What follows belongs to an exercise in optimizing a design on an open flow for small area; a production flow would make more cautious choices. At most, simulation tests tie the RTL to the original design; equivalence was not proved. The RTL of run 1 was laid out without a check of its function.

File: flow/config.mk
export PLATFORM = sky130hd
export DESIGN_NAME = SR_full_top
export DESIGN_NICKNAME = SR_full_top
export VERILOG_FILES = /design/flow/design.v
export SDC_FILE = /design/flow/constraint.sdc
export NUM_CORES = 8
export LEC_CHECK = 0
export CAP_MARGIN = 20
export CORE_MARGIN = 2
export CORE_UTILIZATION = 40
export CTS_BUF_LIST = sky130_fd_sc_hd__clkbuf_8
export CTS_CLUSTER_DIAMETER = 100
export CTS_CLUSTER_SIZE = 12
export PLACE_DENSITY = 0.5
export SLEW_MARGIN = 20
File: flow/run.sh
#!/bin/bash
# synth_recipe.tcl (not shown) runs the flow's synth.tcl, then flattens the netlist and writes it again
# the make line also repeats each setting of config.mk as NAME=value (left out here)
make -C /OpenROAD-flow-scripts/flow DESIGN_CONFIG=/design/flow/config.mk WORK_HOME=/design/flow/orfs CLKGATE_MAP_FILE= SYNTH_SCRIPT=/design/flow/synth_recipe.tcl finish
File: flow/design.v
`timescale 1ns / 1ps
module SR_chain #(parameter PH = 0) (
    input  wire       clk,
    input  wire       clr,
    input  wire [9:0] code,
    output wire       inc
);
    function automatic reachable(input integer v);
        begin
            if (PH == 0) reachable = 1'b1;
            else reachable = (v <= 721) || v == 725 || v == 739 || v == 1004 ||
                             v == 1018 || v == 1022 || v == 1023;
        end
    endfunction
    wire [3:0]  qs  = 4'd1 << code[9:8];
    wire [15:0] row = 16'd1 << code[7:4];
    wire [15:0] col = 16'd1 << code[3:0];
    wire [1023:0] t;
    genvar q, r, c;
    generate for (q = 0; q < 4; q = q + 1) begin : qu
        wire [15:0] rq = row & {16{qs[q]}};
        wire [15:0] cq = col & {16{qs[q]}};
        for (r = 0; r < 16; r = r + 1) begin : rw
            for (c = 0; c < 16; c = c + 1) begin : cl
                localparam integer V = q*256 + r*16 + c;
                if (reachable(V)) begin : e
                    reg s1, s2;
                    wire hit = rq[r] & cq[c];
                    always @(posedge clk) begin
                        s1 <= hit | (s1 & ~clr);
                        s2 <= (s2 | (hit & s1)) & ~clr;
                    end
                    assign t[V] = hit & s1 & ~s2;
                end else begin : n
                    assign t[V] = 1'b0;
                end
            end
        end
    end endgenerate
    assign inc = |t;
endmodule
`timescale 1ns / 1ps
module SR_chain_control (
    input  wire       clk,
    input  wire       reset,
    input  wire       start,
    output reg  [7:0] q,
    output reg        run,
    output reg        frame_end,
    output reg        done
);
    wire last = (q == 8'd249);
    always @(posedge clk) begin
        if (reset) begin
            q <= 8'd235;
            run <= 1'b0;
            frame_end <= 1'b0;
            done <= 1'b0;
        end else begin
            if (run | start) begin
                q <= last ? 8'd0 : q + 8'd1;
                if (last) run <= 1'b1;
            end
            frame_end <= run & last;
            done <= run & (q >= 8'd22) & (q <= 8'd29);
        end
    end
endmodule
`timescale 1ns / 1ps
module cordic_rtop (
    input  wire        i_clk,
    input  wire [13:0] i_xval,
    input  wire [13:0] i_yval,
    output wire [9:0]  o_mag,
    output wire [9:0]  o_phase
);
    localparam NST = 12;
    wire sx = i_xval[13], sy = i_yval[13];
    wire [14:0] ex = {sx, i_xval};
    wire [14:0] ey = {sy, i_yval};
    wire [14:0] x0 = (ex ^ {15{sx}}) + (ey ^ {15{sy}}) + {13'd0, sx & sy, sx ^ sy};
    wire [14:0] y0 = (ex ^ {15{~sy}}) + (ey ^ {15{sx}}) + {13'd0, ~sy & sx, ~sy ^ sx};
    reg [14:0] xv [0:NST];
    reg [13:0] uv [0:NST-1];
    reg [NST+1:0] dq [0:NST];
    always @(posedge i_clk) begin
        xv[0] <= x0;
        uv[0] <= y0[13:0] ^ {14{y0[14]}};
        dq[0] <= {sx, sy, y0[14], {(NST-1){1'b0}}};
    end
    genvar i, j;
    generate for (i = 0; i < NST; i = i + 1) begin : it
        localparam S = i + 1;
        wire [14:0] x = xv[i];
        wire [13:0] u = uv[i];
        wire neg = dq[i][NST-1-i];
        wire [14:0] ua = {{(S+1){1'b0}}, u[13:S]};
        wire [15:0] cx;
        wire [14:0] xn;
        assign cx[0] = neg;
        for (j = 0; j < 15; j = j + 1) begin : ax
            assign xn[j] = x[j] ^ ua[j] ^ cx[j];
            assign cx[j+1] = (x[j] & ua[j]) | (cx[j] & (x[j] ^ ua[j]));
        end
        always @(posedge i_clk) xv[i+1] <= xn;
        if (i < NST-1) begin : yy
            wire [14:0] ua2 = {1'b0, u};
            wire [14:0] xs = ~({{S{x[14]}}, x[14:S]});
            wire [15:0] cy;
            wire [14:0] d;
            assign cy[0] = 1'b1;
            for (j = 0; j < 15; j = j + 1) begin : ay
                assign d[j] = ua2[j] ^ xs[j] ^ cy[j];
                assign cy[j+1] = (ua2[j] & xs[j]) | (cy[j] & (ua2[j] ^ xs[j]));
            end
            always @(posedge i_clk) begin
                uv[i+1] <= d[13:0] ^ {14{d[14]}};
                dq[i+1] <= dq[i] | ({{(NST+1){1'b0}}, neg ^ d[14]} << (NST-2-i));
            end
        end else begin : yl
            always @(posedge i_clk) dq[i+1] <= dq[i];
        end
    end endgenerate
    cordic_mag mg(.x(xv[NST]), .o_mag(o_mag));
    cordic_phase pg(.f(dq[NST]), .o_phase(o_phase));
endmodule
module cordic_mag (
    input  wire [14:0] x,
    output wire [9:0]  o_mag
);
    wire mg1 = x[0] ^ x[2];
    wire mg2 = x[0] & x[2];
    wire mg3 = x[1] ^ x[3];
    wire mg4 = x[1] & x[3];
    wire mg5 = ~x[0] ^ ~x[3];
    wire mg6 = ~x[0] & ~x[3];
    wire mg7 = ~x[1] ^ ~x[4];
    wire mg8 = ~x[1] & ~x[4];
    wire mg9 = ~x[2] ^ ~x[5];
    wire mg10 = ~x[2] & ~x[5];
    wire mg11 = x[0] ^ ~x[3] ^ ~x[6];
    wire mg12 = (x[0] & ~x[3]) | (~x[6] & (x[0] ^ ~x[3]));
    wire mg13 = x[1] ^ ~x[4] ^ ~x[7];
    wire mg14 = (x[1] & ~x[4]) | (~x[7] & (x[1] ^ ~x[4]));
    wire mg15 = ~x[5] ^ ~x[8] ^ ~x[12];
    wire mg16 = (~x[5] & ~x[8]) | (~x[12] & (~x[5] ^ ~x[8]));
    wire mg17 = x[14] ^ 1'b1;
    wire mg18 = x[14] & 1'b1;
    wire mg19 = ~x[6] ^ ~x[9] ^ ~x[13];
    wire mg20 = (~x[6] & ~x[9]) | (~x[13] & (~x[6] ^ ~x[9]));
    wire mg21 = 1'b1 ^ mg2 ^ mg3;
    wire mg22 = (1'b1 & mg2) | (mg3 & (1'b1 ^ mg2));
    wire mg23 = x[2] ^ x[4] ^ ~x[7];
    wire mg24 = (x[2] & x[4]) | (~x[7] & (x[2] ^ x[4]));
    wire mg25 = ~x[10] ^ x[14] ^ mg4;
    wire mg26 = (~x[10] & x[14]) | (mg4 & (~x[10] ^ x[14]));
    wire mg27 = x[3] ^ x[5] ^ ~x[8];
    wire mg28 = (x[3] & x[5]) | (~x[8] & (x[3] ^ x[5]));
    wire mg29 = ~x[11] ^ 1'b1;
    wire mg30 = ~x[11] & 1'b1;
    wire mg31 = x[4] ^ x[6] ^ ~x[9];
    wire mg32 = (x[4] & x[6]) | (~x[9] & (x[4] ^ x[6]));
    wire mg33 = ~x[12] ^ 1'b1;
    wire mg34 = ~x[12] & 1'b1;
    wire mg35 = x[5] ^ x[7] ^ ~x[10];
    wire mg36 = (x[5] & x[7]) | (~x[10] & (x[5] ^ x[7]));
    wire mg37 = ~x[13] ^ 1'b1;
    wire mg38 = ~x[13] & 1'b1;
    wire mg39 = x[6] ^ x[8] ^ ~x[11];
    wire mg40 = (x[6] & x[8]) | (~x[11] & (x[6] ^ x[8]));
    wire mg41 = x[7] ^ x[9];
    wire mg42 = x[7] & x[9];
    wire mg43 = x[8] ^ x[10];
    wire mg44 = x[8] & x[10];
    wire mg45 = ~x[0] ^ ~x[4];
    wire mg46 = ~x[0] & ~x[4];
    wire mg47 = ~x[1] ^ ~x[5];
    wire mg48 = ~x[1] & ~x[5];
    wire mg49 = ~x[2] ^ ~x[6];
    wire mg50 = ~x[2] & ~x[6];
    wire mg51 = ~x[7] ^ ~x[9] ^ 1'b1;
    wire mg52 = (~x[7] & ~x[9]) | (1'b1 & (~x[7] ^ ~x[9]));
    wire mg53 = ~x[8] ^ ~x[10] ^ mg6;
    wire mg54 = (~x[8] & ~x[10]) | (mg6 & (~x[8] ^ ~x[10]));
    wire mg55 = ~x[9] ^ ~x[11] ^ mg8;
    wire mg56 = (~x[9] & ~x[11]) | (mg8 & (~x[9] ^ ~x[11]));
    wire mg57 = ~x[10] ^ ~x[12] ^ mg10;
    wire mg58 = (~x[10] & ~x[12]) | (mg10 & (~x[10] ^ ~x[12]));
    wire mg59 = ~x[11] ^ ~x[13] ^ mg12;
    wire mg60 = (~x[11] & ~x[13]) | (mg12 & (~x[11] ^ ~x[13]));
    wire mg61 = mg1 ^ mg14 ^ mg15;
    wire mg62 = (mg1 & mg14) | (mg15 & (mg1 ^ mg14));
    wire mg63 = mg16 ^ mg18 ^ mg19;
    wire mg64 = (mg16 & mg18) | (mg19 & (mg16 ^ mg18));
    wire mg65 = mg20 ^ mg22 ^ mg23;
    wire mg66 = (mg20 & mg22) | (mg23 & (mg20 ^ mg22));
    wire mg67 = mg24 ^ mg26 ^ mg27;
    wire mg68 = (mg24 & mg26) | (mg27 & (mg24 ^ mg26));
    wire mg69 = mg28 ^ mg30 ^ mg31;
    wire mg70 = (mg28 & mg30) | (mg31 & (mg28 ^ mg30));
    wire mg71 = mg32 ^ mg34 ^ mg35;
    wire mg72 = (mg32 & mg34) | (mg35 & (mg32 ^ mg34));
    wire mg73 = x[14] ^ mg36 ^ mg38;
    wire mg74 = (x[14] & mg36) | (mg38 & (x[14] ^ mg36));
    wire mg75 = ~x[12] ^ 1'b1 ^ mg40;
    wire mg76 = (~x[12] & 1'b1) | (mg40 & (~x[12] ^ 1'b1));
    wire mg77 = ~x[13] ^ 1'b1 ^ mg42;
    wire mg78 = (~x[13] & 1'b1) | (mg42 & (~x[13] ^ 1'b1));
    wire mg79 = x[9] ^ x[11] ^ x[14];
    wire mg80 = (x[9] & x[11]) | (x[14] & (x[9] ^ x[11]));
    wire mg81 = x[10] ^ x[12];
    wire mg82 = x[10] & x[12];
    wire mg83 = x[11] ^ x[13];
    wire mg84 = x[11] & x[13];
    wire mg85 = ~x[0] ^ ~x[2];
    wire mg86 = ~x[0] & ~x[2];
    wire mg87 = ~x[1] ^ ~x[3];
    wire mg88 = ~x[1] & ~x[3];
    wire mg89 = ~x[2] ^ ~x[4];
    wire mg90 = ~x[2] & ~x[4];
    wire mg91 = ~x[3] ^ ~x[5];
    wire mg92 = ~x[3] & ~x[5];
    wire mg93 = ~x[6] ^ 1'b1 ^ mg45;
    wire mg94 = (~x[6] & 1'b1) | (mg45 & (~x[6] ^ 1'b1));
    wire mg95 = ~x[7] ^ mg46 ^ mg47;
    wire mg96 = (~x[7] & mg46) | (mg47 & (~x[7] ^ mg46));
    wire mg97 = ~x[8] ^ mg48 ^ mg49;
    wire mg98 = (~x[8] & mg48) | (mg49 & (~x[8] ^ mg48));
    wire mg99 = mg5 ^ mg50 ^ mg51;
    wire mg100 = (mg5 & mg50) | (mg51 & (mg5 ^ mg50));
    wire mg101 = mg7 ^ mg52 ^ mg53;
    wire mg102 = (mg7 & mg52) | (mg53 & (mg7 ^ mg52));
    wire mg103 = mg9 ^ mg54 ^ mg55;
    wire mg104 = (mg9 & mg54) | (mg55 & (mg9 ^ mg54));
    wire mg105 = mg11 ^ mg56 ^ mg57;
    wire mg106 = (mg11 & mg56) | (mg57 & (mg11 ^ mg56));
    wire mg107 = mg13 ^ mg58 ^ mg59;
    wire mg108 = (mg13 & mg58) | (mg59 & (mg13 ^ mg58));
    wire mg109 = mg17 ^ mg60 ^ mg61;
    wire mg110 = (mg17 & mg60) | (mg61 & (mg17 ^ mg60));
    wire mg111 = mg21 ^ mg62 ^ mg63;
    wire mg112 = (mg21 & mg62) | (mg63 & (mg21 ^ mg62));
    wire mg113 = mg25 ^ mg64 ^ mg65;
    wire mg114 = (mg25 & mg64) | (mg65 & (mg25 ^ mg64));
    wire mg115 = mg29 ^ mg66 ^ mg67;
    wire mg116 = (mg29 & mg66) | (mg67 & (mg29 ^ mg66));
    wire mg117 = mg33 ^ mg68 ^ mg69;
    wire mg118 = (mg33 & mg68) | (mg69 & (mg33 ^ mg68));
    wire mg119 = mg37 ^ mg70 ^ mg71;
    wire mg120 = (mg37 & mg70) | (mg71 & (mg37 ^ mg70));
    wire mg121 = mg39 ^ mg72 ^ mg73;
    wire mg122 = (mg39 & mg72) | (mg73 & (mg39 ^ mg72));
    wire mg123 = mg41 ^ mg74 ^ mg75;
    wire mg124 = (mg41 & mg74) | (mg75 & (mg41 ^ mg74));
    wire mg125 = mg43 ^ mg76 ^ mg77;
    wire mg126 = (mg43 & mg76) | (mg77 & (mg43 ^ mg76));
    wire mg127 = mg44 ^ mg78 ^ mg79;
    wire mg128 = (mg44 & mg78) | (mg79 & (mg44 ^ mg78));
    wire mg129 = 1'b1 ^ mg80 ^ mg81;
    wire mg130 = (1'b1 & mg80) | (mg81 & (1'b1 ^ mg80));
    wire mg131 = 1'b1 ^ mg82 ^ mg83;
    wire mg132 = (1'b1 & mg82) | (mg83 & (1'b1 ^ mg82));
    wire mg133 = x[12] ^ ~x[14] ^ mg84;
    wire mg134 = (x[12] & ~x[14]) | (mg84 & (x[12] ^ ~x[14]));
    wire mg135 = ~x[0] & 1'b1;
    wire mg136 = ~x[1] & mg135;
    wire mg137 = (1'b1 & mg85) | (mg136 & (1'b1 | mg85));
    wire mg138 = (mg86 & mg87) | (mg137 & (mg86 | mg87));
    wire mg139 = (mg88 & mg89) | (mg138 & (mg88 | mg89));
    wire mg140 = (mg90 & mg91) | (mg139 & (mg90 | mg91));
    wire mg141 = (mg92 & mg93) | (mg140 & (mg92 | mg93));
    wire mg142 = (mg94 & mg95) | (mg141 & (mg94 | mg95));
    wire mg143 = (mg96 & mg97) | (mg142 & (mg96 | mg97));
    wire mg144 = (mg98 & mg99) | (mg143 & (mg98 | mg99));
    wire mg145 = (mg100 & mg101) | (mg144 & (mg100 | mg101));
    wire mg146 = (mg102 & mg103) | (mg145 & (mg102 | mg103));
    wire mg147 = (mg104 & mg105) | (mg146 & (mg104 | mg105));
    wire mg148 = (mg106 & mg107) | (mg147 & (mg106 | mg107));
    wire mg149 = (mg108 & mg109) | (mg148 & (mg108 | mg109));
    wire mg150 = (mg110 & mg111) | (mg149 & (mg110 | mg111));
    wire mg151 = (mg112 & mg113) | (mg150 & (mg112 | mg113));
    wire mg152 = mg114 ^ mg115 ^ mg151;
    wire mg153 = (mg114 & mg115) | (mg151 & (mg114 ^ mg115));
    wire mg154 = mg116 ^ mg117 ^ mg153;
    wire mg155 = (mg116 & mg117) | (mg153 & (mg116 ^ mg117));
    wire mg156 = mg118 ^ mg119 ^ mg155;
    wire mg157 = (mg118 & mg119) | (mg155 & (mg118 ^ mg119));
    wire mg158 = mg120 ^ mg121 ^ mg157;
    wire mg159 = (mg120 & mg121) | (mg157 & (mg120 ^ mg121));
    wire mg160 = mg122 ^ mg123 ^ mg159;
    wire mg161 = (mg122 & mg123) | (mg159 & (mg122 ^ mg123));
    wire mg162 = mg124 ^ mg125 ^ mg161;
    wire mg163 = (mg124 & mg125) | (mg161 & (mg124 ^ mg125));
    wire mg164 = mg126 ^ mg127 ^ mg163;
    wire mg165 = (mg126 & mg127) | (mg163 & (mg126 ^ mg127));
    wire mg166 = mg128 ^ mg129 ^ mg165;
    wire mg167 = (mg128 & mg129) | (mg165 & (mg128 ^ mg129));
    wire mg168 = mg130 ^ mg131 ^ mg167;
    wire mg169 = (mg130 & mg131) | (mg167 & (mg130 ^ mg131));
    wire mg170 = mg132 ^ mg133 ^ mg169;
    wire mg171 = (mg132 & mg133) | (mg169 & (mg132 ^ mg133));
    assign o_mag = {mg170, mg168, mg166, mg164, mg162, mg160, mg158, mg156, mg154, mg152};
endmodule
module cordic_phase (
    input  wire [13:0] f,
    output wire [9:0]  o_phase
);
    wire pg1 = ~f[10] ^ ~f[8];
    wire pg2 = ~f[10] & ~f[8];
    wire pg3 = ~f[8] ^ ~f[7];
    wire pg4 = ~f[8] & ~f[7];
    wire pg5 = ~f[11] ^ ~f[10] ^ ~f[4];
    wire pg6 = (~f[11] & ~f[10]) | (~f[4] & (~f[11] ^ ~f[10]));
    wire pg7 = ~f[11] ^ ~f[8] ^ ~f[5];
    wire pg8 = (~f[11] & ~f[8]) | (~f[5] & (~f[11] ^ ~f[8]));
    wire pg9 = ~f[6] ^ ~f[4] ^ ~f[1];
    wire pg10 = (~f[6] & ~f[4]) | (~f[1] & (~f[6] ^ ~f[4]));
    wire pg11 = ~f[0] ^ 1'b1;
    wire pg12 = ~f[0] & 1'b1;
    wire pg13 = ~f[5] ^ ~f[2] ^ ~f[1];
    wire pg14 = (~f[5] & ~f[2]) | (~f[1] & (~f[5] ^ ~f[2]));
    wire pg15 = ~f[0] ^ pg2 ^ pg3;
    wire pg16 = (~f[0] & pg2) | (pg3 & (~f[0] ^ pg2));
    wire pg17 = ~f[6] ^ ~f[3] ^ ~f[2];
    wire pg18 = (~f[6] & ~f[3]) | (~f[2] & (~f[6] ^ ~f[3]));
    wire pg19 = ~f[1] ^ pg4;
    wire pg20 = ~f[1] & pg4;
    wire pg21 = ~f[10] ^ ~f[7] ^ ~f[4];
    wire pg22 = (~f[10] & ~f[7]) | (~f[4] & (~f[10] ^ ~f[7]));
    wire pg23 = ~f[3] ^ ~f[2];
    wire pg24 = ~f[3] & ~f[2];
    wire pg25 = ~f[11] ^ ~f[8] ^ ~f[5];
    wire pg26 = (~f[11] & ~f[8]) | (~f[5] & (~f[11] ^ ~f[8]));
    wire pg27 = ~f[4] ^ ~f[3] ^ 1'b1;
    wire pg28 = (~f[4] & ~f[3]) | (1'b1 & (~f[4] ^ ~f[3]));
    wire pg29 = ~f[9] ^ ~f[6] ^ ~f[5];
    wire pg30 = (~f[9] & ~f[6]) | (~f[5] & (~f[9] ^ ~f[6]));
    wire pg31 = ~f[11] ^ ~f[10];
    wire pg32 = ~f[11] & ~f[10];
    wire pg33 = ~f[3] ^ ~f[2];
    wire pg34 = ~f[3] & ~f[2];
    wire pg35 = ~f[3] ^ ~f[0] ^ pg6;
    wire pg36 = (~f[3] & ~f[0]) | (pg6 & (~f[3] ^ ~f[0]));
    wire pg37 = pg1 ^ pg8 ^ pg9;
    wire pg38 = (pg1 & pg8) | (pg9 & (pg1 ^ pg8));
    wire pg39 = pg10 ^ pg12 ^ pg13;
    wire pg40 = (pg10 & pg12) | (pg13 & (pg10 ^ pg12));
    wire pg41 = pg14 ^ pg16 ^ pg17;
    wire pg42 = (pg14 & pg16) | (pg17 & (pg14 ^ pg16));
    wire pg43 = pg18 ^ pg20 ^ pg21;
    wire pg44 = (pg18 & pg20) | (pg21 & (pg18 ^ pg20));
    wire pg45 = pg22 ^ pg24 ^ pg25;
    wire pg46 = (pg22 & pg24) | (pg25 & (pg22 ^ pg24));
    wire pg47 = ~f[4] ^ pg26 ^ pg28;
    wire pg48 = (~f[4] & pg26) | (pg28 & (~f[4] ^ pg26));
    wire pg49 = ~f[7] ^ ~f[6] ^ ~f[5];
    wire pg50 = (~f[7] & ~f[6]) | (~f[5] & (~f[7] ^ ~f[6]));
    wire pg51 = ~f[11] ^ ~f[8] ^ ~f[7];
    wire pg52 = (~f[11] & ~f[8]) | (~f[7] & (~f[11] ^ ~f[8]));
    wire pg53 = ~f[9] ^ ~f[8] ^ ~f[7];
    wire pg54 = (~f[9] & ~f[8]) | (~f[7] & (~f[9] ^ ~f[8]));
    wire pg55 = ~f[9] ^ ~f[8] ^ ((~f[13] & ~f[12]) | (~f[13] & f[12]));
    wire pg56 = (~f[9] & ~f[8]) | (((~f[13] & ~f[12]) | (~f[13] & f[12])) & (~f[9] ^ ~f[8]));
    wire pg57 = ~f[10] ^ ~f[9] ^ ((f[13] & f[12]));
    wire pg58 = (~f[10] & ~f[9]) | (((f[13] & f[12])) & (~f[10] ^ ~f[9]));
    wire pg59 = ~f[11] ^ ~f[10];
    wire pg60 = ~f[11] & ~f[10];
    wire pg61 = ~f[1] ^ pg5;
    wire pg62 = ~f[1] & pg5;
    wire pg63 = pg7 ^ pg34 ^ pg35;
    wire pg64 = (pg7 & pg34) | (pg35 & (pg7 ^ pg34));
    wire pg65 = pg11 ^ pg36 ^ pg37;
    wire pg66 = (pg11 & pg36) | (pg37 & (pg11 ^ pg36));
    wire pg67 = pg15 ^ pg38 ^ pg39;
    wire pg68 = (pg15 & pg38) | (pg39 & (pg15 ^ pg38));
    wire pg69 = pg19 ^ pg40 ^ pg41;
    wire pg70 = (pg19 & pg40) | (pg41 & (pg19 ^ pg40));
    wire pg71 = pg23 ^ pg42 ^ pg43;
    wire pg72 = (pg23 & pg42) | (pg43 & (pg23 ^ pg42));
    wire pg73 = pg27 ^ pg44 ^ pg45;
    wire pg74 = (pg27 & pg44) | (pg45 & (pg27 ^ pg44));
    wire pg75 = pg29 ^ pg46 ^ pg47;
    wire pg76 = (pg29 & pg46) | (pg47 & (pg29 ^ pg46));
    wire pg77 = pg30 ^ pg48 ^ pg49;
    wire pg78 = (pg30 & pg48) | (pg49 & (pg30 ^ pg48));
    wire pg79 = ~f[6] ^ pg50 ^ pg51;
    wire pg80 = (~f[6] & pg50) | (pg51 & (~f[6] ^ pg50));
    wire pg81 = ((~f[13] & ~f[12]) | (f[13] & f[12])) ^ pg52 ^ pg53;
    wire pg82 = (((~f[13] & ~f[12]) | (f[13] & f[12])) & pg52) | (pg53 & (((~f[13] & ~f[12]) | (f[13] & f[12])) ^ pg52));
    wire pg83 = pg31 ^ pg54 ^ pg55;
    wire pg84 = (pg31 & pg54) | (pg55 & (pg31 ^ pg54));
    wire pg85 = pg32 ^ pg56 ^ pg57;
    wire pg86 = (pg32 & pg56) | (pg57 & (pg32 ^ pg56));
    wire pg87 = ((~f[13] & ~f[12]) | (f[13] & ~f[12])) ^ pg58 ^ pg59;
    wire pg88 = (((~f[13] & ~f[12]) | (f[13] & ~f[12])) & pg58) | (pg59 & (((~f[13] & ~f[12]) | (f[13] & ~f[12])) ^ pg58));
    wire pg89 = ~f[11] ^ ((~f[13] & ~f[12]) | (f[13] & f[12])) ^ pg60;
    wire pg90 = (~f[11] & ((~f[13] & ~f[12]) | (f[13] & f[12]))) | (pg60 & (~f[11] ^ ((~f[13] & ~f[12]) | (f[13] & f[12]))));
    wire pg91 = pg33 & pg61;
    wire pg92 = (pg62 & pg63) | (pg91 & (pg62 | pg63));
    wire pg93 = (pg64 & pg65) | (pg92 & (pg64 | pg65));
    wire pg94 = (pg66 & pg67) | (pg93 & (pg66 | pg67));
    wire pg95 = (pg68 & pg69) | (pg94 & (pg68 | pg69));
    wire pg96 = (pg70 & pg71) | (pg95 & (pg70 | pg71));
    wire pg97 = (pg72 & pg73) | (pg96 & (pg72 | pg73));
    wire pg98 = (pg74 & pg75) | (pg97 & (pg74 | pg75));
    wire pg99 = pg76 ^ pg77 ^ pg98;
    wire pg100 = (pg76 & pg77) | (pg98 & (pg76 ^ pg77));
    wire pg101 = pg78 ^ pg79 ^ pg100;
    wire pg102 = (pg78 & pg79) | (pg100 & (pg78 ^ pg79));
    wire pg103 = pg80 ^ pg81 ^ pg102;
    wire pg104 = (pg80 & pg81) | (pg102 & (pg80 ^ pg81));
    wire pg105 = pg82 ^ pg83 ^ pg104;
    wire pg106 = (pg82 & pg83) | (pg104 & (pg82 ^ pg83));
    wire pg107 = pg84 ^ pg85 ^ pg106;
    wire pg108 = (pg84 & pg85) | (pg106 & (pg84 ^ pg85));
    wire pg109 = pg86 ^ pg87 ^ pg108;
    wire pg110 = (pg86 & pg87) | (pg108 & (pg86 ^ pg87));
    wire pg111 = pg88 ^ pg89 ^ pg110;
    wire pg112 = (pg88 & pg89) | (pg110 & (pg88 ^ pg89));
    wire pg113 = ((~f[13] & ~f[12]) | (f[13] & ~f[12])) ^ pg90 ^ pg112;
    wire pg114 = (((~f[13] & ~f[12]) | (f[13] & ~f[12])) & pg90) | (pg112 & (((~f[13] & ~f[12]) | (f[13] & ~f[12])) ^ pg90));
    wire pg115 = ((~f[13] & ~f[12]) | (f[13] & f[12])) ^ pg114;
    wire pg116 = ((~f[13] & ~f[12]) | (f[13] & f[12])) & pg114;
    wire pg117 = ((~f[13] & ~f[12]) | (~f[13] & f[12])) ^ pg116;
    wire pg118 = ((~f[13] & ~f[12]) | (~f[13] & f[12])) & pg116;
    assign o_phase = {pg117, pg115, pg113, pg111, pg109, pg107, pg105, pg103, pg101, pg99};
endmodule
`timescale 1ns / 1ps
module DBSCAN_ARG (
    input  wire       clk,
    input  wire       clr,
    input  wire       inc,
    input  wire       load,
    output reg  [6:0] count,
    output wire [9:0] out
);
    reg [6:0] run_cnt, prev, out_r;
    always @(posedge clk) begin
        if (clr) begin
            run_cnt <= 7'd0;
            count <= run_cnt;
            prev <= count;
        end else begin
            run_cnt <= run_cnt + {6'd0, inc};
        end
        if (load) out_r <= prev;
    end
    assign out = {3'b000, out_r};
endmodule
`timescale 1ns / 1ps
module mlp_24bit_scalable (
    input  wire        clk,
    input  wire [7:0]  q,
    input  wire [6:0]  c0,
    input  wire [6:0]  c1,
    output wire [3:0]  classification_result,
    output wire [23:0] regression_result
);
    localparam W0 = 12, W1 = 11, W2 = 15;    
    wire hid  = (q >= 8'd31) & (q <= 8'd37);
    wire hid0 = (q == 8'd31);
    wire xfer = (q == 8'd38);
    reg [3:0] b;       
    reg [3:0] k;       
    wire bl = (b == 4'd13);
    always @(posedge clk) begin
        b <= (xfer | bl) ? 4'd0 : b + 4'd1;
        k <= xfer ? 4'd0 : k + {3'd0, bl};
    end
    wire have = (b == 4'd0) & (q >= 8'd53);     
    wire [2:0] cs = q[2:0] + 3'd1;
    wire cb0 = c0[cs];
    wire cb1 = c1[cs];
    reg [13:0] h0, h1, h2;
    localparam [38*16-1:0] VROM = 608'b11111100011101011111011110000010011100111111000111010111110111100000100111001111111011011011111001000100000111000011100001000001111110111101000000111101101100000110101111101000001111111100101110110010011101110010000100000001111111000110101000111010110100111111001110111111111010011111000111011111110100111111111110011010000110011011111001111000000000010100100000010100000001011010111010100101100000000000000000001101001101010111011100000001000111111101110011111111010101000001101100111101110101111111110110001000100000101110101100011111110110000010100000100110001001101100000001100111011111100011000001000000;
    wire [37:0] vk = VROM[k*38 +: 38];
    wire [W0-1:0] v0 = vk[11:0];
    wire [W1-1:0] v1 = vk[22:12];
    wire [W2-1:0] v2 = vk[37:23];
    reg [W0-1:0] d0; reg [W1-1:0] d1; reg [W2-1:0] d2;
    always @* begin
        if (hid) begin
            case ({cb1, cb0})
            2'b00: begin d0 = 0;   d1 = 0;   d2 = 0;   end
            2'b01: begin d0 = 50;  d1 = -10; d2 = -72; end
            2'b10: begin d0 = -22; d1 = 95;  d2 = 98;  end
            default: begin d0 = 28; d1 = 85; d2 = 26; end
            endcase
        end else begin
            d0 = h0[0] ? v0 : {W0{1'b0}};
            d1 = h1[0] ? v1 : {W1{1'b0}};
            d2 = h2[0] ? v2 : {W2{1'b0}};
        end
    end
    wire first = hid ? hid0 : (b == 4'd0);
    wire [W0-1:0] i0 = hid ? -12'sd1110 : 12'd0;
    wire [W1-1:0] i1 = hid ? -11'sd380 : 11'd0;
    wire [W2-1:0] i2 = hid ? 15'sd2010 : 15'd0;
    reg [W0-1:0] A0; reg [6:0] L0;
    reg [W1-1:0] A1; reg [6:0] L1;
    reg [W2-1:0] A2; reg [6:0] L2;
    wire [W0:0] s0; wire [W1:0] s1; wire [W2:0] s2;
    mlp_radd #(W0) ad0(.a(first ? i0 : A0), .b(d0), .s(s0));
    mlp_radd #(W1) ad1(.a(first ? i1 : A1), .b(d1), .s(s1));
    mlp_radd #(W2) ad2(.a(first ? i2 : A2), .b(d2), .s(s2));
    always @(posedge clk) begin
        A0 <= s0[W0:1]; L0 <= {s0[0], L0[6:1]};
        A1 <= s1[W1:1]; L1 <= {s1[0], L1[6:1]};
        A2 <= s2[W2:1]; L2 <= {s2[0], L2[6:1]};
    end
    wire [W0+6:0] f0 = {A0, L0};
    wire [W1+6:0] f1 = {A1, L1};
    wire [W2+6:0] f2 = {A2, L2};
    always @(posedge clk) begin
        h0 <= xfer ? (f0[W0+6] ? 14'd0 : f0[13:0]) : {h0[0], h0[13:1]};
        h1 <= xfer ? (f1[W1+6] ? 14'd0 : f1[13:0]) : {h1[0], h1[13:1]};
        h2 <= xfer ? (f2[W2+6] ? 14'd0 : f2[13:0]) : {h2[0], h2[13:1]};
    end
    localparam [16*16-1:0] OBROM = 256'b1110011110010110111101110011000111111111011110110000100010100101000001100011111100001110101010010000101101110110111111110110011011101110110100101111101010101111000001010011101100000011101001010000100000000010000100010111010011111011010010001110011110010110;
    wire [15:0] obk = OBROM[k*16 +: 16];
    wire [22:0] e0 = {{(23-W0-7){f0[W0+6]}}, f0};
    wire [22:0] e1 = {{(23-W1-7){f1[W1+6]}}, f1};
    wire [22:0] e2 = {{(23-W2-7){f2[W2+6]}}, f2};
    wire [22:0] e3 = {{7{obk[15]}}, obk};
    wire [22:0] p1 = e0 ^ e1 ^ e2;
    wire [22:0] g1 = {(e0[21:0] & e1[21:0]) | (e2[21:0] & (e0[21:0] ^ e1[21:0])), 1'b0};
    wire [22:0] p2 = p1 ^ g1 ^ e3;
    wire [22:0] g2 = {(p1[21:0] & g1[21:0]) | (e3[21:0] & (p1[21:0] ^ g1[21:0])), 1'b0};
    wire [23:0] ok;
    mlp_radd #(23) ads(.a(p2), .b(g2), .s(ok));
    reg [15:0] okr;
    reg        fits;
    reg        cmpv;      
    always @(posedge clk) begin
        okr <= ok[15:0];
        fits <= (ok[22:15] == 8'h00) | (ok[22:15] == 8'hff);
        cmpv <= have;
    end
    reg [15:0] maxv;
    reg [3:0] maxi;
    reg [15:0] reg0;
    wire [15:0] ma = {~maxv[15], maxv[14:0]};
    wire [15:0] ob = {okr[15], ~okr[14:0]};
    wire [16:0] cc;
    assign cc[0] = 1'b1;
    genvar j;
    generate for (j = 0; j < 16; j = j + 1) begin : cmp
        assign cc[j+1] = (ma[j] & ob[j]) | (cc[j] & (ma[j] | ob[j]));
    end endgenerate
    wire gt = fits & ~cc[16];
    always @(posedge clk) begin
        if (cmpv) begin
            if (k == 4'd1) begin
                maxv <= okr; maxi <= 4'd0; reg0 <= okr;
            end else if (gt) begin
                maxv <= okr; maxi <= k - 4'd1;
            end
        end
    end
    assign classification_result = maxi;
    assign regression_result = {{8{reg0[15]}}, reg0};
endmodule
module mlp_radd #(parameter W = 8) (
    input  wire [W-1:0] a,
    input  wire [W-1:0] b,
    output wire [W:0]   s
);
    wire [W:0] c;
    assign c[0] = 1'b0;
    genvar j;
    generate for (j = 0; j < W; j = j + 1) begin : fa
        assign s[j] = a[j] ^ b[j] ^ c[j];
        assign c[j+1] = (a[j] & b[j]) | (c[j] & (a[j] ^ b[j]));
    end endgenerate
    assign s[W] = a[W-1] ^ b[W-1] ^ c[W];
endmodule
`timescale 1ns / 1ps
module SR_full_top(input [13:0] ini,
                   input [13:0] inq,
                   input clk,
                   input reset,
                   input start,
                   output [9:0] out0,
                   output [9:0] out1,
                   output [3:0] classification_result,
                   output [23:0] regression_result,
                   output done,
                   output frame_end
    );
    wire [7:0] q;
    wire run;
    SR_chain_control ctl(.clk(clk), .reset(reset), .start(start), .q(q), .run(run),
                         .frame_end(frame_end), .done(done));
    wire [9:0] mag, arg;
    cordic_rtop cordic(.i_clk(clk), .i_xval(ini), .i_yval(inq), .o_mag(mag), .o_phase(arg));
    wire clr = (q == 8'd247);
    wire inc_abs, inc_arg;
    SR_chain #(.PH(0)) hist_abs(.clk(clk), .clr(clr), .code(mag), .inc(inc_abs));
    SR_chain #(.PH(1)) hist_arg(.clk(clk), .clr(clr), .code(arg), .inc(inc_arg));
    wire [6:0] c_arg, c_abs;
    DBSCAN_ARG cnt_arg(.clk(clk), .clr(clr), .inc(inc_arg), .load(q == 8'd1), .count(c_arg), .out(out0));
    DBSCAN_ARG cnt_abs(.clk(clk), .clr(clr), .inc(inc_abs), .load(q == 8'd1), .count(c_abs), .out(out1));
    mlp_24bit_scalable mlp(.clk(clk), .q(q), .c0(c_arg), .c1(c_abs),
                           .classification_result(classification_result),
                           .regression_result(regression_result));
endmodule
File: flow/constraint.sdc
create_clock -name core_clock -period 10.0 [get_ports {clk}]
set_input_delay 2.0000 -clock core_clock [delete_from_list [all_inputs] [get_ports {clk}]]
set_output_delay 2.0000 -clock core_clock [all_outputs]
set_load 0.01 [all_outputs]
==> metrics.md, run 1 <==
| Metric | Value |
|---|---|
| Status | `complete, but fails checks` |
| Blocking Checks | `setup timing` |
| Worst slack at placement | `-1.66 ns` |
| CP max stage delay | `roughly 0.48 ns` |
| DR vias | `122000` |
| Synth Flop Type | `dfxtp_1` |
| Slowest CP cell | `fa_1` |
| Initial Utilization | `0.402` |
| WL final | `548000 µm` |
| Final setup viols | `8` |
| Fin util | `0.477` |
| Worst Tran Pin Value | `1.34 ns` |
| Syn Inst Count | `16000` |
| Ports | `~80` |
| Fmax | `96.2 MHz` |
| Core area | `392000 µm²` |
| RSZ-0062 raised after global routing | `yes` |
| Tmin final | `between 10 and 15 ns` |
| Share of cells above drive strength 1 | `0.167` |
| Clock slew at reported path FFs | `0.09 ns` |
| Worst Path Arrival | `11.39 ns` |
| Worst path bufs/invs | `12` |
| WL/cell | `between 20 and 25 µm` |
| Worst-case clock skew | `roughly 0.094 ns` |
| Area delta synth->final | `18.7%` |
| GPL Wtd Cong | `approximately 0.91` |
| Post-synth EDFFs | `between 70 and 80` |
| DR pass1 iterations | `7` |
| DR vias/cell | `around 5.4` |
| Wire length of the first global-routing pass | `793000 µm` |
| All-Layer GR Usage | `0.266` |
| Die area | `399000 µm²` |
| Async set-or-reset flop fraction in the synthesized netlist | `0` |
| DRT iter0 DRCs | `11000` |
| Worst hold path type | `flip-flop to flip-flop` |
| Largest net degree at the start of global routing | `176` |
| Root Driver | `clkbuf_8` |
| Buffers on Ports | `74` |
| Crit-path most repeated cell | `fa_2` |
| Fin worst setup slack | `-0.391 ns` |
| Final net count | `~18000` |
| Top Family by Delay on Critical Path | `adder cells` |
| Detail Placement HPWL | `383000 µm` |
| Hold Violations, Final | `0` |
| Die height | `approximately 630 µm` |
| CP Class | `flip-flop to flip-flop` |
| Final Slew Violations | `0` |
| Synth Register Bits | `4201` |
| Slew margin rel. | `0.107` |
| Synth Area per Inst | `9.87 µm²` |
| TritonCTS clock tree | `built` |
| Die W | `632 µm` |
| Netlist cell types | `81` |
| Post-Layout Cell Count | `22400` |
| Clk sink count | `roughly 4200` |
| Critical path capture point type | `flip-flop` |
| Clk latency of the worst-skew pair | `approximately 1.2 ns` |
| Num CTS Buffers | `391` |
| Dpl cells | `21900` |
| Gr ovfl total | `0` |
| Post-synthesis instance area | `158000 µm²` |
| CTS H-tree lvls | `5` |
| CTS Buffer Depth | `4` |
| DRC viols | `0` |
| Syn. warnings | `12` |
| Period utilisation layout | `1.04` |
| Vias in the first global route | `115000` |
| Cell Rows | `230` |
| Detail Route Antenna Nets | `0` |
| Worst Path Max Fanout | `8` |
| Worst endpoint required time | `11.00 ns` |
| Layout fillers | `~37000` |
| Sequential fraction of the synthesis area | `0.539` |
| Initial antenna violation count | `13` |
| Startpoint Class | `flip-flop` |
| Total of max-cap violations | `0` |
## metal layers
layer	routed length, µm	part of all wire	GRT usage
met2	243000	0.44	0.420
met3	32900	0.060	0.0288
met4	19600	0.036	0.0827
met1	252000	0.46	0.381
met5	42	0.000077	0
## per-stage QoR
stage	hold WS (ns)	cell area (µm²)	TNS [ns]
after detailed placement	0.312	177000	-15.56
after CTS	0.326	185000	-3.31
after floorplan	0.310	158000	0
after global placement	0.310	177000	-16.94
after global routing	0.321	187000	-5.10
final	0.311	187000	-2.09
## cell type report
cell class	count	area (µm²)	area share
Antenna cell	4	10.0	0.0000535
Clock buffer	395	5440	0.0291
Clock inverter	43	397	0.00212
Inverter	2053	7710	0.0413
Multi-Input combinational cell	8529	63400	0.339
Sequential cell	4201	84900	0.454
Tap cell	5220	6530	0.0349
Timing Repair Buffer	1994	18600	0.0993
## flip-flops by register name, summed over array words and instances, names as in the netlist, 15 cells and up
| register | count |
|---|---|
| hist_abs.qu.rw.cl.e.s1 | 1024 |
| cordic.dq | 116 |
| cordic.uv | 156 |
| mlp.A2 | 15 |
| mlp.okr | 16 |
| hist_arg.qu.rw.cl.e.s2 | 728 |
| hist_arg.qu.rw.cl.e.s1 | 728 |
| mlp.maxv | 16 |
| cordic.xv | 195 |
| hist_abs.qu.rw.cl.e.s2 | 1024 |
| mlp.reg0 | 16 |
## worst register-to-register path, delay by kind of cell, from the launching register on
| family | cells | cell delay (ns) |
|---|---|---|
| AND/OR/NAND/NOR | 10 | 2.26 |
| buffers and inverters | 12 | 1.47 |
| AO/OA/AOI/OAI | 7 | 1.04 |
| flip-flops | 1 | 0.34 |
| XOR/XNOR | 3 | 0.72 |
| adder cells (fa/ha/maj) | 15 | 4.42 |
## repair_timing
item | CTS | global route
hold buffers | 0 | 0
pin swaps | 85 | 128
setup endpoints to repair | 14 | 16
gates resized for setup | 255 | 255
gates cloned | 2 | 4
setup buffers | 96 | 55
## synth_stat cells (all sizes together), types with 14 or more instances
cell / instances / area, µm²
a31oi: 155 / 970
nand2: 206 / 776
nand2b: 70 / 438
ha: 218 / 2730
or4: 24 / 180
xor2: 106 / 947
clkbuf: 909 / 3410
xnor2: 175 / 1570
o221ai: 51 / 447
edfxtp: 78 / 2340
a22o: 1737 / 15200
buf: 281 / 1150
nand3: 1667 / 8340
nand3b: 20 / 150
a21o: 14 / 105
nor2: 437 / 1640
inv: 2052 / 7700
o22ai: 752 / 4700
or2: 15 / 93.9
nor3: 133 / 711
and3: 19 / 119
fa: 427 / 8550
nand4b: 32 / 280
nor4: 132 / 838
o21a: 25 / 188
o21ai: 125 / 626
dfxtp: 4123 / 82500
nor2b: 30 / 188
nand4: 57 / 357
and2: 56 / 350
o22a: 25 / 219
a21oi: 1670 / 8360
## cells by family after synthesis
family / after synthesis / share of synthesized area
AO/OA/AOI/OAI: 4643 / 0.201
XOR/XNOR: 282 / 0.0161
adder cells (fa/ha/maj): 655 / 0.0722
buffers and inverters: 3243 / 0.0779
flip-flops: 4201 / 0.539
multiplexers: 7 / 0.000612
other: 1 / 0.0000238
AND/OR/NAND/NOR: 2936 / 0.0938
## worst paths after layout
kind / from / depth (start not counted) / slack, ns / end
max: cordic.xv[12][6] / 47 / -0.39 / cnt_abs.run_cnt[6]
min: cordic.dq[11][9] / 0 / 0.31 / cordic.dq[12][9]
max reg2reg: cordic.xv[12][6] / 47 / -0.39 / cnt_abs.run_cnt[6]
min reg2reg: cordic.dq[11][9] / 0 / 0.31 / cordic.dq[12][9]
## cells in the final DEF, fill, tap and decap left out, drive strengths merged, types with 20 or more instances in the layout
cell type | Yosys | routed
a21oi | 1670 | 1670
a22o | 1737 | 1737
a31oi | 155 | 155
and2 | 56 | 56
buf | 281 | 1913
clkbuf | 909 | 402
clkdlybuf4s50 | 0 | 74
dfxtp | 4123 | 4123
edfxtp | 78 | 78
fa | 427 | 427
ha | 218 | 218
inv | 2052 | 2083
nand2 | 206 | 206
nand2b | 70 | 70
nand3 | 1667 | 1667
nand3b | 20 | 20
nand4 | 57 | 57
nand4b | 32 | 32
nor2 | 437 | 437
nor2b | 30 | 30
nor3 | 133 | 133
nor4 | 132 | 132
o21a | 25 | 25
o21ai | 125 | 125
o221ai | 51 | 51
o22a | 25 | 25
o22ai | 752 | 752
or4 | 24 | 24
xnor2 | 175 | 175
xor2 | 106 | 106
==> inputs of run 2 (changes only) <==
--- a/flow/design.v
+++ b/flow/design.v
@@ -12,28 +12,22 @@
                              v == 1018 || v == 1022 || v == 1023;
         end
     endfunction
-    wire [3:0]  qs  = 4'd1 << code[9:8];
-    wire [15:0] row = 16'd1 << code[7:4];
-    wire [15:0] col = 16'd1 << code[3:0];
+    wire [31:0] row = 32'd1 << code[9:5];
+    wire [31:0] col = 32'd1 << code[4:0];
     wire [1023:0] t;
-    genvar q, r, c;
-    generate for (q = 0; q < 4; q = q + 1) begin : qu
-        wire [15:0] rq = row & {16{qs[q]}};
-        wire [15:0] cq = col & {16{qs[q]}};
-        for (r = 0; r < 16; r = r + 1) begin : rw
-            for (c = 0; c < 16; c = c + 1) begin : cl
-                localparam integer V = q*256 + r*16 + c;
-                if (reachable(V)) begin : e
-                    reg s1, s2;
-                    wire hit = rq[r] & cq[c];
-                    always @(posedge clk) begin
-                        s1 <= hit | (s1 & ~clr);
-                        s2 <= (s2 | (hit & s1)) & ~clr;
-                    end
-                    assign t[V] = hit & s1 & ~s2;
-                end else begin : n
-                    assign t[V] = 1'b0;
+    genvar r, c;
+    generate for (r = 0; r < 32; r = r + 1) begin : rw
+        for (c = 0; c < 32; c = c + 1) begin : cl
+            if (reachable(r*32+c)) begin : e
+                reg s1, s2;
+                wire hit = row[r] & col[c];
+                always @(posedge clk) begin
+                    s1 <= hit | (s1 & ~clr);
+                    s2 <= (s2 | (hit & s1)) & ~clr;
                 end
+                assign t[r*32+c] = hit & s1 & ~s2;
+            end else begin : n
+                assign t[r*32+c] = 1'b0;
             end
         end
     end endgenerate
@@ -591,9 +585,14 @@
     wire run;
     SR_chain_control ctl(.clk(clk), .reset(reset), .start(start), .q(q), .run(run),
                          .frame_end(frame_end), .done(done));
-    wire [9:0] mag, arg;
-    cordic_rtop cordic(.i_clk(clk), .i_xval(ini), .i_yval(inq), .o_mag(mag), .o_phase(arg));
-    wire clr = (q == 8'd247);
+    wire [9:0] mag_c, arg_c;
+    cordic_rtop cordic(.i_clk(clk), .i_xval(ini), .i_yval(inq), .o_mag(mag_c), .o_phase(arg_c));
+    reg [9:0] mag, arg;
+    always @(posedge clk) begin
+        mag <= mag_c;
+        arg <= arg_c;
+    end
+    wire clr = (q == 8'd248);
     wire inc_abs, inc_arg;
     SR_chain #(.PH(0)) hist_abs(.clk(clk), .clr(clr), .code(mag), .inc(inc_abs));
     SR_chain #(.PH(1)) hist_arg(.clk(clk), .clr(clr), .code(arg), .inc(inc_arg));
==> metrics.md, run 2 <==
| Metric | Value |
|---|---|
| Core area | `392000 µm² (-0.15%)` |
| All-Layer GR Usage | `0.219 (-0.0473)` |
| DR WL met2 | `208000 µm (-15%)` |
| Flop-to-flop setup slack | `1.00 ns (+1.39 ns)` |
| Syn. warnings | `13 (+1)` |
| M1 WL | `213000 µm (-15%)` |
| Async set-or-reset flop fraction in the synthesized netlist | `0 (unchanged)` |
| Root Driver | `clkbuf_8` |
| WL final | `446000 µm (-18%)` |
| Final Slew Violations | `0 (unchanged)` |
| Synth Area in Compound Gates | `0.200 (-0.000556)` |
| R2R depth | `33 (-30%)` |
| Worst Path Arrival | `10.03 ns (-1.36 ns)` |
| DRT iter0 DRCs | `7568 (-31%)` |
| Buffers on Ports | `74 (unchanged)` |
| Initial Utilization | `0.401 (-0.000640)` |
| Worst hold path type | `flip-flop to flip-flop` |
| Clk sink count | `4221 (+0.48%)` |
| Area contributors post-synth | `dfxtp_1, a22o_1, nand3_1` |
| Crit-path most repeated cell | `fa_1` |
| Num CTS Buffers | `390 (-0.26%)` |
| Worst slack at placement | `1.06 ns (+2.72 ns)` |
| Detail Route Antenna Nets | `0 (unchanged)` |
| CP Class | `flip-flop to flip-flop` |
| Hold depth | `0 (unchanged)` |
| TritonCTS clock tree | `built` |
| Largest net degree at the start of global routing | `182 (+3.4%)` |
| Hold Violations, Final | `0 (unchanged)` |
| Post-Layout Cell Count | `20800 (-7.4%)` |
| Fin worst setup slack | `1.00 ns (+1.39 ns)` |
| GPL Wtd Cong | `0.821 (-9.4%)` |
| Synth Register Bits | `4221 (+0.48%)` |
| Worst endpoint required time | `11.03 ns (+0.03 ns)` |
| Die height | `631 µm (-0.15%)` |
| Post-CTS Resized | `0 (-100%)` |
| Slew margin rel. | `0.218 (+0.111)` |
| CP max stage delay | `0.47 ns (about the same)` |
| DR vias | `111000 (-9.5%)` |
| Tmin final | `9.00 ns (-1.39 ns)` |
| Commonest non-fill, non-tap cell in the layout | `dfxtp_1` |
| Cts hold-fix bufs | `0 (unchanged)` |
| CTS Buffer Depth | `4 (unchanged)` |
| Fmax | `111 MHz (+15%)` |
| Worst-case clock skew | `0.0990 ns (+0.00448 ns)` |
| DR vias/cell | `5.32 (-2.3%)` |
| Vias in the first global route | `105000 (-8.6%)` |
| Sequential fraction of the synthesis area | `0.543 (+0.00420)` |
| Status | `no timing/DRC/antenna violations` |
| DRC viols | `0 (unchanged)` |
| Dpl cells | `20400 (-6.8%)` |
| Final setup viols | `0 (-8)` |
| Ports | `81 (unchanged)` |
| Worst Path Max Fanout | `9 (+1)` |
| Slowest CP cell | `fa_1` |
| Syn Inst Count | `16000 (-0.025%)` |
| Area leader, netlist | `dfxtp_1` |
| Metal3 WL | `16300 µm (-50%)` |
| Post-Synth XOR/XNOR Area | `0.0157 (-0.000468)` |
| Post-synthesis adder-cell area fraction | `0.0729 (+0.000636)` |
| Startpoint Class | `flip-flop` |
| Largest family of logic cells by synthesized area | `compound AO/OA/AOI/OAI gates` |
| Yosys top cell area share | `0.528 (+0.00416)` |
| Detail Placement HPWL | `268000 µm (-30%)` |
| Biggest regs | `hist_abs.rw.cl.e.s1 x1024, hist_abs.rw.cl.e.s2 x1024` |
| Final net count | `16200 (-9.2%)` |
| Die W | `631 µm (-0.15%)` |
| Crit path from | `mlp.k[1]` |
| CTS H-tree lvls | `5 (unchanged)` |
| RSZ-0062 raised after global routing | `no` |
| Most frequent cells in the layout | `dfxtp_1, inv_1, nand3_1` |
| Post-CTS setup buffer count | `0 (-100%)` |
| Most frequent cells after synthesis | `dfxtp_1, inv_1, nand3_1` |
| Setup TNS | `0 ns (+2.09 ns)` |
| FF-to-FF Start | `mlp.k[1]` |
| Period utilisation layout | `0.900 (-0.139)` |
| Layout fillers | `37700 (+2.9%)` |
| Post-synthesis simple-gate area fraction | `0.0869 (-0.00690)` |
| Post-synthesis instance area | `157000 µm² (-0.31%)` |
| Clk latency of the worst-skew pair | `1.15 ns (-0.05 ns)` |
| Top-count cell post-synth | `dfxtp_1` |
| Initial antenna violation count | `3 (-10)` |
| Worst R2R End | `mlp.fits` |
| DR pass1 iterations | `6 (-1)` |
| Total of max-cap violations | `0 (unchanged)` |
| Synth Area per Inst | `9.84 µm² (-0.28%)` |
| WL/cell | `21.5 µm (-12%)` |
| Critical path capture point type | `flip-flop` |
| Wire length of the first global-routing pass | `672000 µm (-15%)` |
| Post-synthesis mux area share | `0.000868 (+0.000257)` |
| Clock slew at reported path FFs | `0.10 ns (about the same)` |
| Gr ovfl total | `0 (unchanged)` |
| Share of cells above drive strength 1 | `0.0536 (-0.113)` |
| Post-synth EDFFs | `78 (unchanged)` |
| Area delta synth->final | `7.66%` |
| Worst Tran Pin Value | `1.16 ns (-0.176 ns)` |
| Cell Rows | `230 (unchanged)` |
| Top layer in use | `met5` |
| HP Start | `cordic.dq[4][10]` |
| Netlist cell types | `70 (-14%)` |
| Die area | `398000 µm² (-0.30%)` |
| Synth Flop Type | `dfxtp_1` |
| Hold worst-path end | `cordic.dq[5][10]` |
[run 2: cell types whose count changed in the layout (fill, tap and decap cells not counted), moves of 115 or more]
cell     previous run  this run
o22ai_1           720       858
buf_12            235        45
nand3_1          1594      1798
inv_1            2053      2194
a31oi_1           154        38
buf_4            1604       223
a21oi_1          1661      1776
[run 2: how the worst max path moves through the flow]
stage,to,cells past startpoint,slack [ns]
3_5_place_dp,mlp.fits,33,1.06
5_1_grt,mlp.fits,34,0.63
2_1_floorplan,mlp.fits,35,1.40
6_report,mlp.fits,33,1.00
3_3_place_gp,mlp.fits,32,1.15
4_1_cts,mlp.fits,33,0.99
[run 2: cells by family after synthesis]
kind of cell | Yosys count
AOI/OAI and AO/OA | 4659
xor gates and xnor gates | 281
adders and majority gates | 661
buffers and inverters | 3354
DFF | 4221
muxes | 11
other | 1
and+or+nand+nor | 2776
[run 2: layout make-up]
cell class | count | area (µm²) | share of cell area
diodes | 2 | 5.00 | 0.0000296
clock buffers | 397 | 5460 | 0.0323
clock inverters | 31 | 245 | 0.00145
inverters | 2181 | 8190 | 0.0485
multi-input cells | 8394 | 60000 | 0.355
flip-flops and latches | 4221 | 85300 | 0.504
well taps | 5220 | 6530 | 0.0386
repair buffers | 342 | 3320 | 0.0196
[run 2: critical path: cells and delay by family (launching register included)]
family	cells	cell delay [ns]
AO/OA/AOI/OAI	2	0.58
flip-flops	1	0.32
XOR/XNOR	3	0.41
adder cells (fa/ha/maj)	23	6.78
buffers and inverters	4	0.39
AND/OR/NAND/NOR	1	0.39
[run 2: routing by layer]
layer  global-route usage  vias up
met5                    0        -
met4               0.0469        4
met3               0.0205      553
met2                0.366     2004
met1                0.306    54000
li1                     -    54000
[run 2: through the flow]
step	hold slack (ns)	instance area, µm²	utilization
2_1_floorplan	0.310	157000	-
3_3_place_gp	0.310	163000	0.417
3_5_place_dp	0.312	163000	0.417
4_1_cts	0.301	169000	0.432
5_1_grt	0.308	169000	0.432
6_report	0.304	169000	0.432

==> separate check: timing with driven ports <==
How much do the figures lean on ideal ports? The routed layouts below were timed once more, with nothing changed but the port constraints. Step 1: set_driving_cell puts a clkbuf_16 on clk and a buf_2 on each other input, an assumption about the parent block. Step 2 times the ports against the registers' clock, not the clock port: input delays grow and output delays shrink by t, the midpoint of the rising clock arrivals with the driver on. Three values: ideal, step 1, step 2; two values: the first two.
run	shift t [ns]	slack for setup (ns)	hold slack, ns	worst setup path after step 2	pins driven straight from the clock port
run 1	1.244	-0.391 / -0.391 / -0.391	0.311 / 0.311 / 0.311	register to register	1
run 2	1.212	1.001 / 1.001 / 1.001	0.304 / 0.304 / 0.304	register to register	1
